Background: an optimization exercise with open tools, aiming at small area and a short achievable clock period. Do not read the settings as production practice. Only simulation tests tie the RTL to the original design; equivalence was not proved.

## flow/design.v (module list and top-level ports; edited modules follow where they fit)
// module c6288: 2810 lines
module c6288 (clk, reset, N1_wire,N18_wire,N35_wire,N52_wire,N69_wire,N86_wire,N103_wire,N120_wire,N137_wire,N154_wire,
      N171_wire,N188_wire,N205_wire,N222_wire,N239_wire,N256_wire,N273_wire,N290_wire,N307_wire,N324_wire,
      N341_wire,N358_wire,N375_wire,N392_wire,N409_wire,N426_wire,N443_wire,N460_wire,N477_wire,N494_wire,
      N511_wire,N528_wire,N545,N1581,N1901,N2223,N2548,N2877,N3211,N3552,N3895,N4241,
       N4591,N4946,N5308,N5672,N5971,N6123,N6150,N6160,N6170,N6180, N6190,N6200,N6210,N6220,N6230,N6240,N6250,N6260,N6270,N6280, N6287,N6288);
  // ...
==> flow/run.sh <==
#!/bin/bash
# synth_recipe.tcl (not shown) runs the flow's synth.tcl, then flattens the netlist and writes it again
# the make line also repeats each setting of config.mk as NAME=value (left out here)
make -C /OpenROAD-flow-scripts/flow DESIGN_CONFIG=/design/flow/config.mk WORK_HOME=/design/flow/orfs CLKGATE_MAP_FILE= SYNTH_SCRIPT=/design/flow/synth_recipe.tcl finish
==> flow/config.mk <==
export PLATFORM = sky130hd
export DESIGN_NAME = c6288
export DESIGN_NICKNAME = c6288
export VERILOG_FILES = /design/flow/design.v
export SDC_FILE = /design/flow/constraint.sdc
export NUM_CORES = 4
export LEC_CHECK = 0
export CAP_MARGIN = 20
export CORE_MARGIN = 2
export CORE_UTILIZATION = 40
export SLEW_MARGIN = 20
==> flow/constraint.sdc <==
create_clock -name core_clock -period 14.0 [get_ports {clk}]
set_input_delay 2.8000 -clock core_clock [delete_from_list [all_inputs] [get_ports {clk}]]
set_output_delay 2.8000 -clock core_clock [all_outputs]
set_load 0.01 [all_outputs]
==> impl_results.rst, run 1 <==
.. list-table::
   :header-rows: 1

   * - Metric
     - Value
   * - H-tree depth reported by CTS
     - 3
   * - Area inside the core boundary
     - 20,200 um2
   * - Library cell with the largest summed area after synthesis
     - sky130_fd_sc_hd__fa_1
   * - Antenna violation net count after detailed routing
     - 0
   * - Fin nets
     - 927
   * - Most numerous cell types in the synthesized netlist
     - 255 x sky130_fd_sc_hd__and2_1, 224 x sky130_fd_sc_hd__fa_1, 64 x sky130_fd_sc_hd__dfrtp_1, 17 x sky130_fd_sc_hd__buf_4, 16 x sky130_fd_sc_hd__ha_1
   * - Portion of the post-synthesis area used by sequential elements
     - 19.5%
   * - Core Util, Final
     - 46.2%
   * - Hold slack final
     - 0.758 ns
   * - Xor/xnor cell area share of the yosys netlist
     - 0%
   * - Run status
     - timing/DRC/antenna clean
   * - Stage delay of the slowest cell on the critical path
     - 0.57 ns
   * - Number of cells after detailed placement
     - 910
   * - Pin count of the biggest net entering global routing
     - 65
   * - Total number of sequential cells
     - 64
   * - Source of the worst register-to-register timing path
     - N273
   * - Max Root-Sink Buffers
     - 2
   * - DRC violations left
     - 0
   * - Post-route cell area
     - 9310 um2
   * - Start-to-end type of the worst setup path
     - reg2reg
   * - Count of antenna diodes in the layout
     - 0
   * - Met1 capacity usage during global routing
     - 14.4%
   * - Final cell count without fillers
     - 928
   * - Min-Delay Path Class
     - reg2reg
==> run 2, diff against run 1 <==
==> flow/design.v (replaced) <==
module c6288 (clk, reset, N1_wire, N18_wire, N35_wire, N52_wire, N69_wire, N86_wire, N103_wire, N120_wire, N137_wire, N154_wire, N171_wire, N188_wire, N205_wire, N222_wire, N239_wire, N256_wire, N273_wire, N290_wire, N307_wire, N324_wire, N341_wire, N358_wire, N375_wire, N392_wire, N409_wire, N426_wire, N443_wire, N460_wire, N477_wire, N494_wire, N511_wire, N528_wire,
  N545, N1581, N1901, N2223, N2548, N2877, N3211, N3552, N3895, N4241, N4591, N4946, N5308, N5672, N5971, N6123, N6150, N6160, N6170, N6180, N6190, N6200, N6210, N6220, N6230, N6240, N6250, N6260, N6270, N6280, N6288, N6287);
  input wire clk, reset;
  input wire N1_wire, N18_wire, N35_wire, N52_wire, N69_wire, N86_wire, N103_wire, N120_wire, N137_wire, N154_wire, N171_wire, N188_wire, N205_wire, N222_wire, N239_wire, N256_wire, N273_wire, N290_wire, N307_wire, N324_wire, N341_wire, N358_wire, N375_wire, N392_wire, N409_wire, N426_wire, N443_wire, N460_wire, N477_wire, N494_wire, N511_wire, N528_wire;
  output wire N545, N1581, N1901, N2223, N2548, N2877, N3211, N3552, N3895, N4241, N4591, N4946, N5308, N5672, N5971, N6123, N6150, N6160, N6170, N6180, N6190, N6200, N6210, N6220, N6230, N6240, N6250, N6260, N6270, N6280, N6288, N6287;
  reg [15:0] ra, rb;
  reg [31:0] rp;
  wire [31:0] p;
  always @(posedge clk or posedge reset)
    if (reset) ra <= 16'd0;
    else ra <= {N256_wire, N239_wire, N222_wire, N205_wire, N188_wire, N171_wire, N154_wire, N137_wire, N120_wire, N103_wire, N86_wire, N69_wire, N52_wire, N35_wire, N18_wire, N1_wire};
  always @(posedge clk or posedge reset)
    if (reset) rb <= 16'd0;
    else rb <= {N528_wire, N511_wire, N494_wire, N477_wire, N460_wire, N443_wire, N426_wire, N409_wire, N392_wire, N375_wire, N358_wire, N341_wire, N324_wire, N307_wire, N290_wire, N273_wire};
  always @(posedge clk or posedge reset)
    if (reset) rp <= 32'd0;
    else rp <= p;
  assign {N6287, N6288, N6280, N6270, N6260, N6250, N6240, N6230, N6220, N6210, N6200, N6190, N6180, N6170, N6160, N6150, N6123, N5971, N5672, N5308, N4946, N4591, N4241, N3895, N3552, N3211, N2877, N2548, N2223, N1901, N1581, N545} = rp;
  wire pp0_0 = ra[0] & rb[0];
  wire pp0_1 = ra[0] & rb[1];
  wire pp0_2 = ra[0] & rb[2];
  wire pp0_3 = ra[0] & rb[3];
  wire pp0_4 = ra[0] & rb[4];
  wire pp0_5 = ra[0] & rb[5];
  wire pp0_6 = ra[0] & rb[6];
  wire pp0_7 = ra[0] & rb[7];
  wire pp0_8 = ra[0] & rb[8];
  wire pp0_9 = ra[0] & rb[9];
  wire pp0_10 = ra[0] & rb[10];
  wire pp0_11 = ra[0] & rb[11];
  wire pp0_12 = ra[0] & rb[12];
  wire pp0_13 = ra[0] & rb[13];
  wire pp0_14 = ra[0] & rb[14];
  wire pp0_15 = ra[0] & rb[15];
  wire pp1_0 = ra[1] & rb[0];
  wire pp1_1 = ra[1] & rb[1];
  wire pp1_2 = ra[1] & rb[2];
  wire pp1_3 = ra[1] & rb[3];
  wire pp1_4 = ra[1] & rb[4];
  wire pp1_5 = ra[1] & rb[5];
  wire pp1_6 = ra[1] & rb[6];
  wire pp1_7 = ra[1] & rb[7];
  wire pp1_8 = ra[1] & rb[8];
  wire pp1_9 = ra[1] & rb[9];
  wire pp1_10 = ra[1] & rb[10];
  wire pp1_11 = ra[1] & rb[11];
  wire pp1_12 = ra[1] & rb[12];
  wire pp1_13 = ra[1] & rb[13];
  wire pp1_14 = ra[1] & rb[14];
  wire pp1_15 = ra[1] & rb[15];
  wire pp2_0 = ra[2] & rb[0];
  wire pp2_1 = ra[2] & rb[1];
  wire pp2_2 = ra[2] & rb[2];
  wire pp2_3 = ra[2] & rb[3];
  wire pp2_4 = ra[2] & rb[4];
  wire pp2_5 = ra[2] & rb[5];
  wire pp2_6 = ra[2] & rb[6];
  wire pp2_7 = ra[2] & rb[7];
  wire pp2_8 = ra[2] & rb[8];
  wire pp2_9 = ra[2] & rb[9];
  wire pp2_10 = ra[2] & rb[10];
  wire pp2_11 = ra[2] & rb[11];
  wire pp2_12 = ra[2] & rb[12];
  wire pp2_13 = ra[2] & rb[13];
  wire pp2_14 = ra[2] & rb[14];
  wire pp2_15 = ra[2] & rb[15];
  wire pp3_0 = ra[3] & rb[0];
  wire pp3_1 = ra[3] & rb[1];
  wire pp3_2 = ra[3] & rb[2];
  wire pp3_3 = ra[3] & rb[3];
  wire pp3_4 = ra[3] & rb[4];
  wire pp3_5 = ra[3] & rb[5];
  wire pp3_6 = ra[3] & rb[6];
  wire pp3_7 = ra[3] & rb[7];
  wire pp3_8 = ra[3] & rb[8];
  wire pp3_9 = ra[3] & rb[9];
  wire pp3_10 = ra[3] & rb[10];
  wire pp3_11 = ra[3] & rb[11];
  wire pp3_12 = ra[3] & rb[12];
  wire pp3_13 = ra[3] & rb[13];
  wire pp3_14 = ra[3] & rb[14];
  wire pp3_15 = ra[3] & rb[15];
  wire pp4_0 = ra[4] & rb[0];
  wire pp4_1 = ra[4] & rb[1];
  wire pp4_2 = ra[4] & rb[2];
  wire pp4_3 = ra[4] & rb[3];
  wire pp4_4 = ra[4] & rb[4];
  wire pp4_5 = ra[4] & rb[5];
  wire pp4_6 = ra[4] & rb[6];
  wire pp4_7 = ra[4] & rb[7];
  wire pp4_8 = ra[4] & rb[8];
  wire pp4_9 = ra[4] & rb[9];
  wire pp4_10 = ra[4] & rb[10];
  wire pp4_11 = ra[4] & rb[11];
  wire pp4_12 = ra[4] & rb[12];
  wire pp4_13 = ra[4] & rb[13];
  wire pp4_14 = ra[4] & rb[14];
  wire pp4_15 = ra[4] & rb[15];
  wire pp5_0 = ra[5] & rb[0];
  wire pp5_1 = ra[5] & rb[1];
  wire pp5_2 = ra[5] & rb[2];
  wire pp5_3 = ra[5] & rb[3];
  wire pp5_4 = ra[5] & rb[4];
  wire pp5_5 = ra[5] & rb[5];
  wire pp5_6 = ra[5] & rb[6];
  wire pp5_7 = ra[5] & rb[7];
  wire pp5_8 = ra[5] & rb[8];
  wire pp5_9 = ra[5] & rb[9];
  wire pp5_10 = ra[5] & rb[10];
  wire pp5_11 = ra[5] & rb[11];
  wire pp5_12 = ra[5] & rb[12];
  wire pp5_13 = ra[5] & rb[13];
  wire pp5_14 = ra[5] & rb[14];
  wire pp5_15 = ra[5] & rb[15];
  wire pp6_0 = ra[6] & rb[0];
  wire pp6_1 = ra[6] & rb[1];
  wire pp6_2 = ra[6] & rb[2];
  wire pp6_3 = ra[6] & rb[3];
  wire pp6_4 = ra[6] & rb[4];
  wire pp6_5 = ra[6] & rb[5];
  wire pp6_6 = ra[6] & rb[6];
  wire pp6_7 = ra[6] & rb[7];
  wire pp6_8 = ra[6] & rb[8];
  wire pp6_9 = ra[6] & rb[9];
  wire pp6_10 = ra[6] & rb[10];
  wire pp6_11 = ra[6] & rb[11];
  wire pp6_12 = ra[6] & rb[12];
  wire pp6_13 = ra[6] & rb[13];
  wire pp6_14 = ra[6] & rb[14];
  wire pp6_15 = ra[6] & rb[15];
  wire pp7_0 = ra[7] & rb[0];
  wire pp7_1 = ra[7] & rb[1];
  wire pp7_2 = ra[7] & rb[2];
  wire pp7_3 = ra[7] & rb[3];
  wire pp7_4 = ra[7] & rb[4];
  wire pp7_5 = ra[7] & rb[5];
  wire pp7_6 = ra[7] & rb[6];
  wire pp7_7 = ra[7] & rb[7];
  wire pp7_8 = ra[7] & rb[8];
  wire pp7_9 = ra[7] & rb[9];
  wire pp7_10 = ra[7] & rb[10];
  wire pp7_11 = ra[7] & rb[11];
  wire pp7_12 = ra[7] & rb[12];
  wire pp7_13 = ra[7] & rb[13];
  wire pp7_14 = ra[7] & rb[14];
  wire pp7_15 = ra[7] & rb[15];
  wire pp8_0 = ra[8] & rb[0];
  wire pp8_1 = ra[8] & rb[1];
  wire pp8_2 = ra[8] & rb[2];
  wire pp8_3 = ra[8] & rb[3];
  wire pp8_4 = ra[8] & rb[4];
  wire pp8_5 = ra[8] & rb[5];
  wire pp8_6 = ra[8] & rb[6];
  wire pp8_7 = ra[8] & rb[7];
  wire pp8_8 = ra[8] & rb[8];
  wire pp8_9 = ra[8] & rb[9];
  wire pp8_10 = ra[8] & rb[10];
  wire pp8_11 = ra[8] & rb[11];
  wire pp8_12 = ra[8] & rb[12];
  wire pp8_13 = ra[8] & rb[13];
  wire pp8_14 = ra[8] & rb[14];
  wire pp8_15 = ra[8] & rb[15];
  wire pp9_0 = ra[9] & rb[0];
  wire pp9_1 = ra[9] & rb[1];
  wire pp9_2 = ra[9] & rb[2];
  wire pp9_3 = ra[9] & rb[3];
  wire pp9_4 = ra[9] & rb[4];
  wire pp9_5 = ra[9] & rb[5];
  wire pp9_6 = ra[9] & rb[6];
  wire pp9_7 = ra[9] & rb[7];
  wire pp9_8 = ra[9] & rb[8];
  wire pp9_9 = ra[9] & rb[9];
  wire pp9_10 = ra[9] & rb[10];
  wire pp9_11 = ra[9] & rb[11];
  wire pp9_12 = ra[9] & rb[12];
  wire pp9_13 = ra[9] & rb[13];
  wire pp9_14 = ra[9] & rb[14];
  wire pp9_15 = ra[9] & rb[15];
  wire pp10_0 = ra[10] & rb[0];
  wire pp10_1 = ra[10] & rb[1];
  wire pp10_2 = ra[10] & rb[2];
  wire pp10_3 = ra[10] & rb[3];
  wire pp10_4 = ra[10] & rb[4];
  wire pp10_5 = ra[10] & rb[5];
  wire pp10_6 = ra[10] & rb[6];
  wire pp10_7 = ra[10] & rb[7];
  wire pp10_8 = ra[10] & rb[8];
  wire pp10_9 = ra[10] & rb[9];
  wire pp10_10 = ra[10] & rb[10];
  wire pp10_11 = ra[10] & rb[11];
  wire pp10_12 = ra[10] & rb[12];
  wire pp10_13 = ra[10] & rb[13];
  wire pp10_14 = ra[10] & rb[14];
  wire pp10_15 = ra[10] & rb[15];
  wire pp11_0 = ra[11] & rb[0];
  wire pp11_1 = ra[11] & rb[1];
  wire pp11_2 = ra[11] & rb[2];
  wire pp11_3 = ra[11] & rb[3];
  wire pp11_4 = ra[11] & rb[4];
  wire pp11_5 = ra[11] & rb[5];
  wire pp11_6 = ra[11] & rb[6];
  wire pp11_7 = ra[11] & rb[7];
  wire pp11_8 = ra[11] & rb[8];
  wire pp11_9 = ra[11] & rb[9];
  wire pp11_10 = ra[11] & rb[10];
  wire pp11_11 = ra[11] & rb[11];
  wire pp11_12 = ra[11] & rb[12];
  wire pp11_13 = ra[11] & rb[13];
  wire pp11_14 = ra[11] & rb[14];
  wire pp11_15 = ra[11] & rb[15];
  wire pp12_0 = ra[12] & rb[0];
  wire pp12_1 = ra[12] & rb[1];
  wire pp12_2 = ra[12] & rb[2];
  wire pp12_3 = ra[12] & rb[3];
  wire pp12_4 = ra[12] & rb[4];
  wire pp12_5 = ra[12] & rb[5];
  wire pp12_6 = ra[12] & rb[6];
  wire pp12_7 = ra[12] & rb[7];
  wire pp12_8 = ra[12] & rb[8];
  wire pp12_9 = ra[12] & rb[9];
  wire pp12_10 = ra[12] & rb[10];
  wire pp12_11 = ra[12] & rb[11];
  wire pp12_12 = ra[12] & rb[12];
  wire pp12_13 = ra[12] & rb[13];
  wire pp12_14 = ra[12] & rb[14];
  wire pp12_15 = ra[12] & rb[15];
  wire pp13_0 = ra[13] & rb[0];
  wire pp13_1 = ra[13] & rb[1];
  wire pp13_2 = ra[13] & rb[2];
  wire pp13_3 = ra[13] & rb[3];
  wire pp13_4 = ra[13] & rb[4];
  wire pp13_5 = ra[13] & rb[5];
  wire pp13_6 = ra[13] & rb[6];
  wire pp13_7 = ra[13] & rb[7];
  wire pp13_8 = ra[13] & rb[8];
  wire pp13_9 = ra[13] & rb[9];
  wire pp13_10 = ra[13] & rb[10];
  wire pp13_11 = ra[13] & rb[11];
  wire pp13_12 = ra[13] & rb[12];
  wire pp13_13 = ra[13] & rb[13];
  wire pp13_14 = ra[13] & rb[14];
  wire pp13_15 = ra[13] & rb[15];
  wire pp14_0 = ra[14] & rb[0];
  wire pp14_1 = ra[14] & rb[1];
  wire pp14_2 = ra[14] & rb[2];
  wire pp14_3 = ra[14] & rb[3];
  wire pp14_4 = ra[14] & rb[4];
  wire pp14_5 = ra[14] & rb[5];
  wire pp14_6 = ra[14] & rb[6];
  wire pp14_7 = ra[14] & rb[7];
  wire pp14_8 = ra[14] & rb[8];
  wire pp14_9 = ra[14] & rb[9];
  wire pp14_10 = ra[14] & rb[10];
  wire pp14_11 = ra[14] & rb[11];
  wire pp14_12 = ra[14] & rb[12];
  wire pp14_13 = ra[14] & rb[13];
  wire pp14_14 = ra[14] & rb[14];
  wire pp14_15 = ra[14] & rb[15];
  wire pp15_0 = ra[15] & rb[0];
  wire pp15_1 = ra[15] & rb[1];
  wire pp15_2 = ra[15] & rb[2];
  wire pp15_3 = ra[15] & rb[3];
  wire pp15_4 = ra[15] & rb[4];
  wire pp15_5 = ra[15] & rb[5];
  wire pp15_6 = ra[15] & rb[6];
  wire pp15_7 = ra[15] & rb[7];
  wire pp15_8 = ra[15] & rb[8];
  wire pp15_9 = ra[15] & rb[9];
  wire pp15_10 = ra[15] & rb[10];
  wire pp15_11 = ra[15] & rb[11];
  wire pp15_12 = ra[15] & rb[12];
  wire pp15_13 = ra[15] & rb[13];
  wire pp15_14 = ra[15] & rb[14];
  wire pp15_15 = ra[15] & rb[15];
  wire hs0 = pp0_13 ^ pp10_3;
  wire hc0 = pp0_13 & pp10_3;
  wire s0, c0;
  mfa us0 (pp0_14, pp10_4, pp11_3, s0, c0);
  wire hs1 = pp12_2 ^ pp13_1;
  wire hc1 = pp12_2 & pp13_1;
  wire s1, c1;
  mfa us1 (pp0_15, pp10_5, pp11_4, s1, c1);
  wire s2, c2;
  mfa us2 (pp12_3, pp13_2, pp14_1, s2, c2);
  wire hs2 = pp15_0 ^ pp1_14;
  wire hc2 = pp15_0 & pp1_14;
  wire s3, c3;
  mfa us3 (pp10_6, pp11_5, pp12_4, s3, c3);
  wire s4, c4;
  mfa us4 (pp13_3, pp14_2, pp15_1, s4, c4);
  wire hs3 = pp1_15 ^ pp2_14;
  wire hc3 = pp1_15 & pp2_14;
  wire s5, c5;
  mfa us5 (pp10_7, pp11_6, pp12_5, s5, c5);
  wire s6, c6;
  mfa us6 (pp13_4, pp14_3, pp15_2, s6, c6);
  wire s7, c7;
  mfa us7 (pp10_8, pp11_7, pp12_6, s7, c7);
  wire hs4 = pp0_9 ^ pp1_8;
  wire hc4 = pp0_9 & pp1_8;
  wire s8, c8;
  mfa us8 (pp0_10, pp10_0, pp1_9, s8, c8);
  wire hs5 = pp2_8 ^ pp3_7;
  wire hc5 = pp2_8 & pp3_7;
  wire s9, c9;
  mfa us9 (pp0_11, pp10_1, pp11_0, s9, c9);
  wire s10, c10;
  mfa us10 (pp1_10, pp2_9, pp3_8, s10, c10);
  wire hs6 = pp4_7 ^ pp5_6;
  wire hc6 = pp4_7 & pp5_6;
  wire s11, c11;
  mfa us11 (pp0_12, pp10_2, pp11_1, s11, c11);
  wire s12, c12;
  mfa us12 (pp12_0, pp1_11, pp2_10, s12, c12);
  wire s13, c13;
  mfa us13 (pp3_9, pp4_8, pp5_7, s13, c13);
  wire hs7 = pp6_6 ^ pp7_5;
  wire hc7 = pp6_6 & pp7_5;
  wire s14, c14;
  mfa us14 (pp11_2, pp12_1, pp13_0, s14, c14);
  wire s15, c15;
  mfa us15 (pp1_12, pp2_11, pp3_10, s15, c15);
  wire s16, c16;
  mfa us16 (pp4_9, pp5_8, pp6_7, s16, c16);
  wire s17, c17;
  mfa us17 (pp7_6, pp8_5, pp9_4, s17, c17);
  wire s18, c18;
  mfa us18 (pp14_0, pp1_13, pp2_12, s18, c18);
  wire s19, c19;
  mfa us19 (pp3_11, pp4_10, pp5_9, s19, c19);
  wire s20, c20;
  mfa us20 (pp6_8, pp7_7, pp8_6, s20, c20);
  wire s21, c21;
  mfa us21 (pp9_5, hc0, hs1, s21, c21);
  wire s22, c22;
  mfa us22 (pp2_13, pp3_12, pp4_11, s22, c22);
  wire s23, c23;
  mfa us23 (pp5_10, pp6_9, pp7_8, s23, c23);
  wire s24, c24;
  mfa us24 (pp8_7, pp9_6, hc1, s24, c24);
  wire s25, c25;
  mfa us25 (hs2, c0, s1, s25, c25);
  wire s26, c26;
  mfa us26 (pp3_13, pp4_12, pp5_11, s26, c26);
  wire s27, c27;
  mfa us27 (pp6_10, pp7_9, pp8_8, s27, c27);
  wire s28, c28;
  mfa us28 (pp9_7, hc2, hs3, s28, c28);
  wire s29, c29;
  mfa us29 (c1, c2, s3, s29, c29);
  wire s30, c30;
  mfa us30 (pp2_15, pp3_14, pp4_13, s30, c30);
  wire s31, c31;
  mfa us31 (pp5_12, pp6_11, pp7_10, s31, c31);
  wire s32, c32;
  mfa us32 (pp8_9, pp9_8, hc3, s32, c32);
  wire s33, c33;
  mfa us33 (c3, c4, s5, s33, c33);
  wire s34, c34;
  mfa us34 (pp13_5, pp14_4, pp15_3, s34, c34);
  wire s35, c35;
  mfa us35 (pp3_15, pp4_14, pp5_13, s35, c35);
  wire s36, c36;
  mfa us36 (pp6_12, pp7_11, pp8_10, s36, c36);
  wire s37, c37;
  mfa us37 (pp9_9, c5, c6, s37, c37);
  wire s38, c38;
  mfa us38 (pp10_9, pp11_8, pp12_7, s38, c38);
  wire s39, c39;
  mfa us39 (pp13_6, pp14_5, pp15_4, s39, c39);
  wire s40, c40;
  mfa us40 (pp4_15, pp5_14, pp6_13, s40, c40);
  wire s41, c41;
  mfa us41 (pp7_12, pp8_11, pp9_10, s41, c41);
  wire s42, c42;
  mfa us42 (pp10_10, pp11_9, pp12_8, s42, c42);
  wire s43, c43;
  mfa us43 (pp13_7, pp14_6, pp15_5, s43, c43);
  wire s44, c44;
  mfa us44 (pp5_15, pp6_14, pp7_13, s44, c44);
  wire s45, c45;
  mfa us45 (pp10_11, pp11_10, pp12_9, s45, c45);
  wire s46, c46;
  mfa us46 (pp13_8, pp14_7, pp15_6, s46, c46);
  wire s47, c47;
  mfa us47 (pp10_12, pp11_11, pp12_10, s47, c47);
  wire hs8 = pp0_6 ^ pp1_5;
  wire hc8 = pp0_6 & pp1_5;
  wire s48, c48;
  mfa us48 (pp0_7, pp1_6, pp2_5, s48, c48);
  wire hs9 = pp3_4 ^ pp4_3;
  wire hc9 = pp3_4 & pp4_3;
  wire s49, c49;
  mfa us49 (pp0_8, pp1_7, pp2_6, s49, c49);
  wire s50, c50;
  mfa us50 (pp3_5, pp4_4, pp5_3, s50, c50);
  wire hs10 = pp6_2 ^ pp7_1;
  wire hc10 = pp6_2 & pp7_1;
  wire s51, c51;
  mfa us51 (pp2_7, pp3_6, pp4_5, s51, c51);
  wire s52, c52;
  mfa us52 (pp5_4, pp6_3, pp7_2, s52, c52);
  wire s53, c53;
  mfa us53 (pp8_1, pp9_0, hs4, s53, c53);
  wire s54, c54;
  mfa us54 (pp4_6, pp5_5, pp6_4, s54, c54);
  wire s55, c55;
  mfa us55 (pp7_3, pp8_2, pp9_1, s55, c55);
  wire s56, c56;
  mfa us56 (hc4, hs5, s8, s56, c56);
  wire s57, c57;
  mfa us57 (pp6_5, pp7_4, pp8_3, s57, c57);
  wire s58, c58;
  mfa us58 (pp9_2, hc5, hs6, s58, c58);
  wire s59, c59;
  mfa us59 (c8, s10, s9, s59, c59);
  wire s60, c60;
  mfa us60 (pp8_4, pp9_3, hc6, s60, c60);
  wire s61, c61;
  mfa us61 (hs7, c10, c9, s61, c61);
  wire s62, c62;
  mfa us62 (s11, s12, s13, s62, c62);
  wire s63, c63;
  mfa us63 (hc7, hs0, c11, s63, c63);
  wire s64, c64;
  mfa us64 (c12, c13, s14, s64, c64);
  wire s65, c65;
  mfa us65 (s15, s16, s17, s65, c65);
  wire s66, c66;
  mfa us66 (c14, c15, c16, s66, c66);
  wire s67, c67;
  mfa us67 (c17, s0, s18, s67, c67);
  wire s68, c68;
  mfa us68 (s19, s20, s21, s68, c68);
  wire s69, c69;
  mfa us69 (c18, c19, c20, s69, c69);
  wire s70, c70;
  mfa us70 (s2, s22, s23, s70, c70);
  wire s71, c71;
  mfa us71 (c21, s24, s25, s71, c71);
  wire s72, c72;
  mfa us72 (c22, c23, s26, s72, c72);
  wire s73, c73;
  mfa us73 (s27, s4, c24, s73, c73);
  wire s74, c74;
  mfa us74 (s28, c25, s29, s74, c74);
  wire s75, c75;
  mfa us75 (c26, c27, s30, s75, c75);
  wire s76, c76;
  mfa us76 (s31, s6, c28, s76, c76);
  wire s77, c77;
  mfa us77 (s32, c29, s33, s77, c77);
  wire s78, c78;
  mfa us78 (c30, c31, s34, s78, c78);
  wire s79, c79;
  mfa us79 (s35, s36, s7, s79, c79);
  wire s80, c80;
  mfa us80 (c32, c33, s37, s80, c80);
  wire s81, c81;
  mfa us81 (c34, c35, c36, s81, c81);
  wire s82, c82;
  mfa us82 (c7, s38, s39, s82, c82);
  wire s83, c83;
  mfa us83 (s40, s41, c37, s83, c83);
  wire s84, c84;
  mfa us84 (pp8_12, pp9_11, c38, s84, c84);
  wire s85, c85;
  mfa us85 (c39, c40, c41, s85, c85);
  wire s86, c86;
  mfa us86 (s42, s43, s44, s86, c86);
  wire s87, c87;
  mfa us87 (pp6_15, pp7_14, pp8_13, s87, c87);
  wire s88, c88;
  mfa us88 (pp9_12, c42, c43, s88, c88);
  wire s89, c89;
  mfa us89 (c44, s45, s46, s89, c89);
  wire s90, c90;
  mfa us90 (pp13_9, pp14_8, pp15_7, s90, c90);
  wire s91, c91;
  mfa us91 (pp7_15, pp8_14, pp9_13, s91, c91);
  wire s92, c92;
  mfa us92 (c45, c46, s47, s92, c92);
  wire s93, c93;
  mfa us93 (pp10_13, pp11_12, pp12_11, s93, c93);
  wire s94, c94;
  mfa us94 (pp13_10, pp14_9, pp15_8, s94, c94);
  wire s95, c95;
  mfa us95 (pp8_15, pp9_14, c47, s95, c95);
  wire s96, c96;
  mfa us96 (pp10_14, pp11_13, pp12_12, s96, c96);
  wire s97, c97;
  mfa us97 (pp13_11, pp14_10, pp15_9, s97, c97);
  wire s98, c98;
  mfa us98 (pp10_15, pp11_14, pp12_13, s98, c98);
  wire hs11 = pp0_4 ^ pp1_3;
  wire hc11 = pp0_4 & pp1_3;
  wire s99, c99;
  mfa us99 (pp0_5, pp1_4, pp2_3, s99, c99);
  wire hs12 = pp3_2 ^ pp4_1;
  wire hc12 = pp3_2 & pp4_1;
  wire s100, c100;
  mfa us100 (pp2_4, pp3_3, pp4_2, s100, c100);
  wire s101, c101;
  mfa us101 (pp5_1, pp6_0, hs8, s101, c101);
  wire s102, c102;
  mfa us102 (pp5_2, pp6_1, pp7_0, s102, c102);
  wire s103, c103;
  mfa us103 (hc8, hs9, s48, s103, c103);
  wire s104, c104;
  mfa us104 (pp8_0, hc9, hs10, s104, c104);
  wire s105, c105;
  mfa us105 (c48, s49, s50, s105, c105);
  wire s106, c106;
  mfa us106 (hc10, c49, c50, s106, c106);
  wire s107, c107;
  mfa us107 (s51, s52, s53, s107, c107);
  wire s108, c108;
  mfa us108 (c51, c52, s54, s108, c108);
  wire s109, c109;
  mfa us109 (s55, c53, s56, s109, c109);
  wire s110, c110;
  mfa us110 (c54, c55, s57, s110, c110);
  wire s111, c111;
  mfa us111 (s58, c56, s59, s111, c111);
  wire s112, c112;
  mfa us112 (c57, c58, s60, s112, c112);
  wire s113, c113;
  mfa us113 (c59, s61, s62, s113, c113);
  wire s114, c114;
  mfa us114 (c60, c61, c62, s114, c114);
  wire s115, c115;
  mfa us115 (s63, s64, s65, s115, c115);
  wire s116, c116;
  mfa us116 (c63, c64, c65, s116, c116);
  wire s117, c117;
  mfa us117 (s66, s67, s68, s117, c117);
  wire s118, c118;
  mfa us118 (c66, c67, s69, s118, c118);
  wire s119, c119;
  mfa us119 (s70, c68, s71, s119, c119);
  wire s120, c120;
  mfa us120 (c69, c70, s72, s120, c120);
  wire s121, c121;
  mfa us121 (s73, c71, s74, s121, c121);
  wire s122, c122;
  mfa us122 (c72, s75, c73, s122, c122);
  wire s123, c123;
  mfa us123 (s76, c74, s77, s123, c123);
  wire s124, c124;
  mfa us124 (c75, s78, s79, s124, c124);
  wire s125, c125;
  mfa us125 (c76, c77, s80, s125, c125);
  wire s126, c126;
  mfa us126 (c78, c79, s81, s126, c126);
  wire s127, c127;
  mfa us127 (s82, c80, s83, s127, c127);
  wire s128, c128;
  mfa us128 (c81, c82, s84, s128, c128);
  wire s129, c129;
  mfa us129 (s85, s86, c83, s129, c129);
  wire s130, c130;
  mfa us130 (s87, c84, c85, s130, c130);
  wire s131, c131;
  mfa us131 (c86, s88, s89, s131, c131);
  wire s132, c132;
  mfa us132 (c87, s90, s91, s132, c132);
  wire s133, c133;
  mfa us133 (c88, c89, s92, s133, c133);
  wire s134, c134;
  mfa us134 (c90, c91, s93, s134, c134);
  wire s135, c135;
  mfa us135 (s94, c92, s95, s135, c135);
  wire s136, c136;
  mfa us136 (pp9_15, c93, c94, s136, c136);
  wire s137, c137;
  mfa us137 (s96, s97, c95, s137, c137);
  wire s138, c138;
  mfa us138 (pp13_12, pp14_11, pp15_10, s138, c138);
  wire s139, c139;
  mfa us139 (c96, c97, s98, s139, c139);
  wire s140, c140;
  mfa us140 (pp11_15, pp12_14, pp13_13, s140, c140);
  wire s141, c141;
  mfa us141 (pp14_12, pp15_11, c98, s141, c141);
  wire s142, c142;
  mfa us142 (pp12_15, pp13_14, pp14_13, s142, c142);
  wire hs13 = pp0_3 ^ pp1_2;
  wire hc13 = pp0_3 & pp1_2;
  wire s143, c143;
  mfa us143 (pp2_2, pp3_1, pp4_0, s143, c143);
  wire s144, c144;
  mfa us144 (pp5_0, hc11, hs12, s144, c144);
  wire s145, c145;
  mfa us145 (hc12, c99, s100, s145, c145);
  wire s146, c146;
  mfa us146 (c100, s102, c101, s146, c146);
  wire s147, c147;
  mfa us147 (c102, s104, c103, s147, c147);
  wire s148, c148;
  mfa us148 (c104, c105, s106, s148, c148);
  wire s149, c149;
  mfa us149 (c106, s108, c107, s149, c149);
  wire s150, c150;
  mfa us150 (c108, s110, c109, s150, c150);
  wire s151, c151;
  mfa us151 (c110, s112, c111, s151, c151);
  wire s152, c152;
  mfa us152 (c112, c113, s114, s152, c152);
  wire s153, c153;
  mfa us153 (c114, c115, s116, s153, c153);
  wire s154, c154;
  mfa us154 (c116, s118, c117, s154, c154);
  wire s155, c155;
  mfa us155 (c118, s120, c119, s155, c155);
  wire s156, c156;
  mfa us156 (c120, s122, c121, s156, c156);
  wire s157, c157;
  mfa us157 (c122, s124, c123, s157, c157);
  wire s158, c158;
  mfa us158 (c124, s126, c125, s158, c158);
  wire s159, c159;
  mfa us159 (c126, s128, c127, s159, c159);
  wire s160, c160;
  mfa us160 (c128, s130, s131, s160, c160);
  wire s161, c161;
  mfa us161 (s132, c130, c131, s161, c161);
  wire s162, c162;
  mfa us162 (c132, s134, c133, s162, c162);
  wire s163, c163;
  mfa us163 (c134, s136, c135, s163, c163);
  wire s164, c164;
  mfa us164 (s138, c136, s139, s164, c164);
  wire s165, c165;
  mfa us165 (c138, s140, c139, s165, c165);
  wire s166, c166;
  mfa us166 (pp15_12, c140, s142, s166, c166);
  wire s167, c167;
  mfa us167 (pp13_15, pp14_14, pp15_13, s167, c167);
  wire hs14 = pp0_2 ^ pp1_1;
  wire hc14 = pp0_2 & pp1_1;
  wire s168, c168;
  mfa us168 (pp2_1, pp3_0, hs13, s168, c168);
  wire s169, c169;
  mfa us169 (hc13, hs11, s143, s169, c169);
  wire s170, c170;
  mfa us170 (c143, s99, s144, s170, c170);
  wire s171, c171;
  mfa us171 (c144, s101, s145, s171, c171);
  wire s172, c172;
  mfa us172 (c145, s103, s146, s172, c172);
  wire s173, c173;
  mfa us173 (s105, c146, s147, s173, c173);
  wire s174, c174;
  mfa us174 (c147, s107, s148, s174, c174);
  wire s175, c175;
  mfa us175 (c148, s109, s149, s175, c175);
  wire s176, c176;
  mfa us176 (s111, c149, s150, s176, c176);
  wire s177, c177;
  mfa us177 (s113, c150, s151, s177, c177);
  wire s178, c178;
  mfa us178 (s115, c151, s152, s178, c178);
  wire s179, c179;
  mfa us179 (c152, s117, s153, s179, c179);
  wire s180, c180;
  mfa us180 (c153, s119, s154, s180, c180);
  wire s181, c181;
  mfa us181 (s121, c154, s155, s181, c181);
  wire s182, c182;
  mfa us182 (s123, c155, s156, s182, c182);
  wire s183, c183;
  mfa us183 (s125, c156, s157, s183, c183);
  wire s184, c184;
  mfa us184 (s127, c157, s158, s184, c184);
  wire s185, c185;
  mfa us185 (s129, c158, s159, s185, c185);
  wire s186, c186;
  mfa us186 (c129, s160, c159, s186, c186);
  wire s187, c187;
  mfa us187 (s133, c160, s161, s187, c187);
  wire s188, c188;
  mfa us188 (s135, c161, s162, s188, c188);
  wire s189, c189;
  mfa us189 (s137, c162, s163, s189, c189);
  wire s190, c190;
  mfa us190 (c137, s164, c163, s190, c190);
  wire s191, c191;
  mfa us191 (s141, c164, s165, s191, c191);
  wire s192, c192;
  mfa us192 (c141, s166, c165, s192, c192);
  wire s193, c193;
  mfa us193 (c142, s167, c166, s193, c193);
  wire s194, c194;
  mfa us194 (pp14_15, pp15_14, c167, s194, c194);
  wire [31:0] opx = {1'b0, pp15_15, s194, s193, c191, s191, c189, c188, c187, s187, c185, c184, c183, c182, c181, c180, c179, c178, c177, c176, c175, c174, c173, c172, c171, c170, c169, c168, hc14, pp2_0, pp0_1, pp0_0};
  wire [31:0] opy = {1'b0, c194, c193, c192, s192, c190, s190, s189, s188, c186, s186, s185, s184, s183, s182, s181, s180, s179, s178, s177, s176, s175, s174, s173, s172, s171, s170, s169, s168, hs14, pp1_0, 1'b0};
  assign p = opx + opy;
endmodule
module mfa (input wire a, input wire b, input wire c, output wire s, output wire co);
  assign s = a ^ b ^ c;
  assign co = (a & b) | (a & c) | (b & c);
endmodule
--- a/flow/config.mk
+++ b/flow/config.mk
@@ -4,8 +4,9 @@
 export VERILOG_FILES = /design/flow/design.v
 export SDC_FILE = /design/flow/constraint.sdc
 export NUM_CORES = 4
 export LEC_CHECK = 0
 export CAP_MARGIN = 20
 export CORE_MARGIN = 2
 export CORE_UTILIZATION = 40
 export SLEW_MARGIN = 20
+export SYNTH_HIERARCHICAL = 1
==> run 2 against run 1 <==
First-iteration DRC count grew to 3.1 times the previous value. Via count is 42% higher. Setup slack better by 8.0 ns. Cell area grew 11%. Clock skew fell by 0.0068 ns. Synthesized area rose by 12%. Flip-flop and latch count unchanged. Critical path depth down 16. Worst hold slack better by 0.064 ns. Synthesized cell count is 36% higher. Wire length rose by 90%. Critical endpoint is now rp[29]. Highest routed layer unchanged.
==> impl_results.rst, run 2 <==
.. list-table::
   :header-rows: 1

   * - Metric
     - Value
   * - Starting Density
     - 40.7% (about the same)
   * - Port-buffer cells
     - 65 (unchanged)
   * - Distinct cells, synth
     - 50 (was 8)
   * - Post-synthesis mux area share
     - 0.109% (was 0%)
   * - H-tree depth reported by CTS
     - 3 (unchanged)
   * - Die ar.
     - 24,200 um2 (was 21,700 um2)
   * - CTS tree
     - built (unchanged)
   * - Number of endpoints failing setup at the final stage
     - 0 (unchanged)
   * - Count of antenna diodes in the layout
     - 0 (unchanged)
   * - Via density
     - 5.40 (was 4.64)
   * - Most instantiated library cell after synthesis
     - sky130_fd_sc_hd__and2_1 (unchanged)
   * - Setup TNS
     - 0 ns (unchanged)
   * - Post-route minimum period
     - 5.63 ns (was 13.61 ns)
   * - Clk sinks
     - 64 (unchanged)
   * - Run status
     - timing/DRC/antenna clean (unchanged)
   * - Fraction of layout cells with a size suffix above 1
     - 3.06% (was 6.08%)
   * - Synth async-reset ratio
     - 100% (unchanged)
   * - GRT Total Usage
     - 20.6% (was 12.3%)
   * - Count of warnings emitted by yosys
     - 7 (was 1)
   * - Number of top-level pins
     - 66 (unchanged)
   * - Largest family of logic cells by synthesized area
     - adder cells (unchanged)
   * - Max Root-Sink Buffers
     - 2 (unchanged)
   * - Number of buffers inserted by post-CTS setup repair
     - 0 (unchanged)
   * - Insertion delay of the later-clocked pin in the worst-skew pair
     - 0.34 ns (was 0.35 ns)
   * - Number of violations reported at the end of detailed-routing iteration 0
     - 306 (was 100)
   * - Arrival time worst endpoint
     - 5.90 ns (was 13.84 ns)
   * - Min-Delay Path Class
     - reg2reg (unchanged)
   * - DRC violations left
     - 0 (unchanged)
   * - Number of global-route vias before repair
     - 6,767 (was 5,018)
   * - Overflow left after global routing
     - 0 (unchanged)
   * - Setup repair after global routing missed its margin
     - false (unchanged)
   * - Clock tree root buffer cell
     - sky130_fd_sc_hd__clkbuf_16 (unchanged)
   * - CP Cell Sequence
     - and2_1 -> fa_1 -> fa_1 -> fa_1 -> fa_1 -> fa_1 -> fa_1 -> ha_1 -> nand2_1 -> o21ai_0 -> a211oi_1 -> a31oi_1 -> a31oi_1 -> o31ai_1 -> xor2_1
   * - Net Count, Synth
     - 1,084 (was 871)
   * - Library cell with the largest summed area after synthesis
     - sky130_fd_sc_hd__fa_1 (unchanged)
   * - Initial DRT Pass Iterations
     - 4 (unchanged)
   * - Start-to-end type of the worst setup path
     - reg2reg (unchanged)
   * - CTS buffer count
     - 9 (unchanged)
   * - RePlAce Congestion
     - 0.881 (was 0.724)
   * - Required @ worst endpoint
     - 14.27 ns (was 14.22 ns)
   * - Area inside the core boundary
     - 22,600 um2 (was 20,200 um2)
   * - Critical-path maximum fanout
     - 16 (was 6)
   * - CP bufs+invs
     - 0 (unchanged)
   * - Most frequent standard cell in the layout excluding fill and tap cells
     - sky130_fd_sc_hd__and2_1 (unchanged)
   * - Xor/xnor cell area share of the yosys netlist
     - 2.29% (was 0%)
   * - Number of cells upsized or downsized after cts
     - 0 (was 1)
   * - Post-synthesis compound-gate area fraction
     - 8.26% (was 0%)
   * - Registers with the most flip-flops
     - rp (32), ra (16), rb (16)
   * - Cell with the biggest individual delay on the critical path
     - sky130_fd_sc_hd__dfrtp_1 (was sky130_fd_sc_hd__fa_1)
   * - Number of failing hold endpoints at the final stage
     - 0 (unchanged)
   * - Netlist area before placement
     - 9180 um2 (was 8200 um2)
   * - Cell row count
     - 55 (was 52)
   * - Adder and majority gate portion of the synthesized area
     - 48.9% (was 57.1%)
   * - Antenna violation net count after detailed routing
     - 0 (unchanged)
   * - Slew of the pin with the lowest slew margin
     - 0.802 ns (was 0.797 ns)
   * - Most used cell along the critical path
     - sky130_fd_sc_hd__fa_1 (unchanged)
   * - Count of maximum capacitance violations
     - 0 (unchanged)
   * - Number of flip-flops in the largest register
     - 32
   * - Antenna violations before repair
     - 0 (unchanged)
   * - Top library cells by usage in the layout, fill and taps aside
     - 257 x sky130_fd_sc_hd__and2_1, 196 x sky130_fd_sc_hd__fa_1, 65 x sky130_fd_sc_hd__clkdlybuf4s50_1, 64 x sky130_fd_sc_hd__dfrtp_1, 45 x sky130_fd_sc_hd__ha_1 (was 255 x sky130_fd_sc_hd__and2_1, 212 x sky130_fd_sc_hd__fa_1, 65 x sky130_fd_sc_hd__clkdlybuf4s50_1, 63 x sky130_fd_sc_hd__dfrtp_1, 16 x sky130_fd_sc_hd__ha_1)
   * - Overall die width
     - 155 um (was 147 um)
   * - Highest Clock Rate
     - 178 MHz (was 73.5 MHz)
   * - Post-Syn Instances
     - 809 (was 597)
   * - Final HPWL DP
     - 17,400 um (was 10,700 um)
   * - Post-synth EDFFs
     - 0 (unchanged)
   * - DIE HEIGHT
     - 155 um (was 147 um)
   * - Wirelength, routed
     - 23,200 um (was 12,200 um)
   * - Most flops, register
     - rp
   * - Final slew viol count
     - 0 (unchanged)
   * - Portion of the post-synthesis area used by sequential elements
     - 17.4% (was 19.5%)
   * - Simple-gate portion of the synthesized area
     - 20.7% (was 19.5%)
   * - Total number of vias
     - 6,119 (was 4,309)
   * - Average wire per standard cell
     - 20.4 um (was 13.1 um)
   * - Top post-synthesis cells by area
     - sky130_fd_sc_hd__fa_1 43%, sky130_fd_sc_hd__and2_1 18%, sky130_fd_sc_hd__dfrtp_1 17% (was sky130_fd_sc_hd__fa_1 55%, sky130_fd_sc_hd__dfrtp_1 20%, sky130_fd_sc_hd__and2_1 19%)
   * - Post-route clock period utilization
     - 40.2% (was 97.2%)
   * - Pin count of the biggest net entering global routing
     - 65 (unchanged)
   * - Fin nets
     - 1,119 (was 927)
   * - Fraction of synthesized cell area taken by the top area cell type
     - 42.7% (was 54.7%)
   * - Post-synthesis register bit count
     - 64 (unchanged)
   * - Wire length of the first global-routing pass
     - 37,500 um (was 21,500 um)
   * - Endpoint class of the critical path
     - flip-flop (unchanged)
   * - Number of hold buffers added after CTS
     - 0 (unchanged)
   * - Post-Syn Area per Cell
     - 11.3 um2 (was 13.7 um2)
   * - Clock-pin slew reported for the worst setup and hold paths after clock tree synthesis
     - 0.05 ns (was 0.06 ns)
   * - Max_slew headroom
     - 46.6% (was 46.9%)
   * - Area Growth Syn to Fin
     - 12.5% (was 13.6%)
   * - Most numerous cell types in the synthesized netlist
     - 257 x sky130_fd_sc_hd__and2_1, 196 x sky130_fd_sc_hd__fa_1, 64 x sky130_fd_sc_hd__dfrtp_1, 45 x sky130_fd_sc_hd__ha_1, 36 x sky130_fd_sc_hd__clkbuf_1 (was 255 x sky130_fd_sc_hd__and2_1, 224 x sky130_fd_sc_hd__fa_1, 64 x sky130_fd_sc_hd__dfrtp_1, 17 x sky130_fd_sc_hd__buf_4, 16 x sky130_fd_sc_hd__ha_1)
   * - Cell class contributing the biggest share of worst-path delay
     - adder cells (unchanged)
   * - Clock tree skew after final layout
     - 0.00614 ns (was 0.0129 ns)
   * - Stage delay of the slowest cell on the critical path
     - 0.72 ns (was 0.57 ns)
   * - Synth Flop Type
     - sky130_fd_sc_hd__dfrtp_1 (unchanged)
   * - Sort of element at the start of the critical path
     - flip-flop (unchanged)
## run 2: logic make-up after synthesis
| group | Yosys count |
|---|---|
| AND/OR/NAND/NOR | 318 |
| adder cells (fa/ha/maj) | 241 |
| AO/OA/AOI/OAI | 106 |
| flip-flops | 64 |
| buffers and inverters | 55 |
| XOR/XNOR | 24 |
| multiplexers | 1 |
## run 2: final timing paths
path | to | slack, ns | cells past startpoint | from
setup / recovery | rp[29] | 8.37 | 15 | rb[4]
hold / removal | rp[0] | 0.82 | 1 | ra[0]
setup reg to reg | rp[29] | 8.37 | 15 | rb[4]
hold reg to reg | rp[0] | 0.82 | 1 | ra[0]
max in group asynchronous | ra[0] | 10.46 | 3 | reset
min in group asynchronous | rp[20] | 3.01 | 3 | reset
## run 2: layout make-up
cell class                 count  area, um2
fill                        2126      12200
multi-input combinational    690       7360
sequential                    64       1600
timing repair buffer          66        658
tap                          285        357
clock buffer                  13        260
inverter                      13       48.8
clock inverter                 3       40.0
## run 2: Yosys stat by module, one instance, submodules excluded
module / cells inside / cell area [um2] / times used
c6288: 614 / 5280 / 1
mfa: 1 / 20.0 / 195
## run 2: metal layers
layer | routed length [um] | track usage [%]
met1 | 9980 | 27.2
met2 | 11900 | 35.3
met3 | 816 | 3.09
met4 | 468 | 5.77
met5 | 0 | 0
## run 2: stage by stage
stage / std cells / area [um2] / utilization, % / worst slack (ns) / hold slack, ns
floorplan: 809 / 9180 / - / 8.96 / 0.524
global placement: 1118 / 10000 / 44.4 / 8.54 / 0.815
CTS: 1134 / 10300 / 45.8 / 8.43 / 0.832
detailed placement: 1118 / 10000 / 44.4 / 8.46 / 0.819
finish: 1134 / 10300 / 45.8 / 8.37 / 0.822
global route: 1134 / 10300 / 45.8 / 8.11 / 0.860

## afterwards: timing with drivers on the ports
The results above use ideal ports. As a check the final layouts listed here were re-extracted and re-timed, cells and wires unchanged. Step 1 sets driving cells, clkbuf_16 on the clock port and buf_2 on the other inputs (assumed; they add their load-dependent delay and slew). Step 2 moves the port delays by t, midway between the first and last clock arrival at a register: inputs arrive t later, outputs are due t later. That takes back most of the time a late clock gives input paths. Three values: ideal ports, drivers, drivers and shift; two values: the first two.
run	t (ns)	setup WS [ns]	worst hold slack (ns)	clock arrival spread, ns	pins driven straight from the clock port
run 1	0.388	0.388 / 0.388 / 0.388	0.758 / 0.758 / 0.758	0.013 / 0.013	1
run 2	0.389	8.374 / 8.374 / 8.374	0.822 / 0.822 / 0.822	0.006 / 0.006	1
After both steps every run listed still meets setup and hold.
